Source: an optimization exercise on an open RTL-to-GDS flow (aim: a short achievable clock period and few clock cycles). Production flows keep margins and buffers that such runs may drop. The RTL was checked by simulation tests, not by an equivalence proof against the original design.

## run A
==> flow/design.v (excerpt) <==
module RISC_V(clk, rst, imem_addr, imem_rdata, dmem_addr, dmem_wdata, dmem_we, dmem_rdata);
Size: ~7000 cells after synthesis, ~1300 flip-flops.
Settings: LEC_CHECK=0, CAP_MARGIN=20, CORE_MARGIN=2, CORE_UTILIZATION=30, SLEW_MARGIN=20, SYNTH_HIERARCHICAL=1; clock period 8.8 ns.
standard.sh (not shown) runs the stock make flow with config.mk's settings and CLKGATE_MAP_FILE= SYNTH_SCRIPT=/design/flow/synth_recipe.tcl, a recipe that flattens the netlist after the stock synthesis.
==> flow/flow/run.sh <==
#!/bin/bash
set -euo pipefail
bash standard.sh SETUP_SLACK_MARGIN=6 ADDER_MAP_FILE= ABC_CLOCK_PERIOD_IN_PS=2500 finish > standard_make.log 2>&1
Testbench counts of run A, summed over its fixed seeds: cycles 165,922.
Setup changes, run A to run B
diff --git a/flow/design.v b/flow/design.v
--- a/flow/design.v
+++ b/flow/design.v
@@ -84,17 +84,17 @@
     output [31:0] imem_addr;
     input [31:0] imem_rdata;
     output [31:0] dmem_addr, dmem_wdata;
     output dmem_we;
     input [31:0] dmem_rdata;
     reg [31:0] pc_f;
     reg        e_valid;
     reg [4:0]  e_rd;
-    reg        e_we, e_load, e_store, e_pred;
+    reg        e_we, e_load, e_store, e_pred, e_stfwd;
     reg        c_eq1, c_eq0, c_lt1, c_lt0, c_al, e_jr;
     reg [5:0]  e_sel;             
     reg        e_sub, e_unsigned;
     reg [31:0] e_a, e_b, e_r2, e_imm, e_bimm, e_pc, e_link;
     reg        m_valid;
     reg [4:0]  m_rd;
     reg        m_we, m_load, m_store;
     reg [31:0] m_val, m_wdata;
@@ -171,18 +171,19 @@
         SrcB_mux OPA (.se(s1e), .sm(s1m), .sr(s1r), .si(1'b0), .e_res(e_res[8*si +: 8]),
                       .m_res(m_res[8*si +: 8]), .rf(rf1[8*si +: 8]), .imm(8'd0), .v(v1[8*si +: 8]));
         SrcB_mux OPB (.se(s2e & ~bimm), .sm(s2m & ~bimm), .sr(s2r & ~bimm), .si(bimm),
                       .e_res(e_res[8*si +: 8]), .m_res(m_res[8*si +: 8]), .rf(rf2[8*si +: 8]),
                       .imm(f_immv[8*si +: 8]), .v(vb[8*si +: 8]));
         SrcB_mux OPR (.se(s2e), .sm(s2m), .sr(s2r), .si(1'b0), .e_res(e_res[8*si +: 8]),
                       .m_res(m_res[8*si +: 8]), .rf(rf2[8*si +: 8]), .imm(8'd0), .v(v2[8*si +: 8]));
     end endgenerate
-    wire stall = e_valid & e_load & e_we &
-                 ((use1 & (e_rd == rs1)) | (use2 & (e_rd == rs2)));
+    wire ld_e = e_valid & e_load & e_we;
+    wire stall = ld_e & ((use1 & (e_rd == rs1)) | (use2 & ~is_store & (e_rd == rs2)));
+    wire st_fwd = ld_e & is_store & (e_rd == rs2);
     wire short_b = (ir[7] == ir[31]) & (ir[30:28] == {3{ir[31]}});
     wire short_j = (ir[19:12] == {8{ir[31]}}) & (ir[20] == ir[31]) &
                    (ir[30:28] == {3{ir[31]}});
     wire pred_b = is_br & ir[31] & short_b;
     wire pred_j = is_jal;
     wire pred_taken = pred_b | pred_j;
     wire [23:0] hi_p1 = pc_f[31:8] + 24'd1;
     wire [23:0] hi_m1 = pc_f[31:8] - 24'd1;
@@ -243,33 +244,34 @@
         end
     end
     always @(posedge clk) begin
         e_rd <= rd;
         e_we <= writes;
         e_load <= is_load;
         e_store <= is_store;
         e_pred <= pred_b | (is_jal & short_j);
+        e_stfwd <= st_fwd;
         e_sel <= sel;
         e_sub <= sub;
         e_unsigned <= uns;
         e_a <= v1;
         e_b <= vb;
         e_r2 <= v2;
         e_imm <= imm_i;
         e_bimm <= is_jal ? imm_j : imm_b;
         e_pc <= pc_f;
         e_link <= f_pc4;
     end
     always @(posedge clk) begin
         m_rd <= e_rd;
         m_we <= e_we;
         m_load <= e_load;
         m_val <= e_res;
-        m_wdata <= e_r2;
+        m_wdata <= e_stfwd ? dmem_rdata : e_r2;
     end
     always @(posedge clk) begin
         if (m_valid && m_we)
             rf[m_rd] <= m_res;
     end
     assign dmem_addr = m_val;
     assign dmem_wdata = m_wdata;
     assign dmem_we = m_store;
Notes after the runs:
Of run B and run A, it is run B that has the higher area enclosed by the die boundary. Against run A, worst relative slew slack in run B came out worse. The setup slack of run B is smaller than that of run A. Vias: run B more than run A. In the flow results for run A and run B, the worst hold slack across all endpoints is larger on run A. Compared run B against run A; CTS sink count within noise. Run B vs run A — critical path data required time dropped 0.03 ns. Taking run A as the reference point, the logic depth of the worst path, buffers included of run B falls by 5.
Testbench counts of run B, summed over its fixed seeds: cycles 165,573.

separate check: timing with driven ports:
In the flow no input, the clock included, has a driving cell. The finished layouts below were timed again as built, in two steps. Step 1 sets driving cells, clkbuf_16 on the clock port and buf_2 on the other inputs (assumed; they add their load-dependent delay and slew). Step 2 also shifts input and output timing later by t, the mid clock arrival at the registers, as if the neighbouring blocks saw the same clock. a / b / c = ideal / step 1 / step 2; a / b = the first two.
run	t, ns	slack for setup (ns)	slew at the worst register clock pin (ns)
run A	0.925	5.076 / 4.948 / 4.023	0.07 / 0.07
run B	0.913	5.029 / 4.951 / 4.038	0.07 / 0.07
After both steps every run listed still meets setup and hold. The setup slack of run A, which loses most, moves by -0.128 ns with the drivers and by -1.053 ns with both steps.
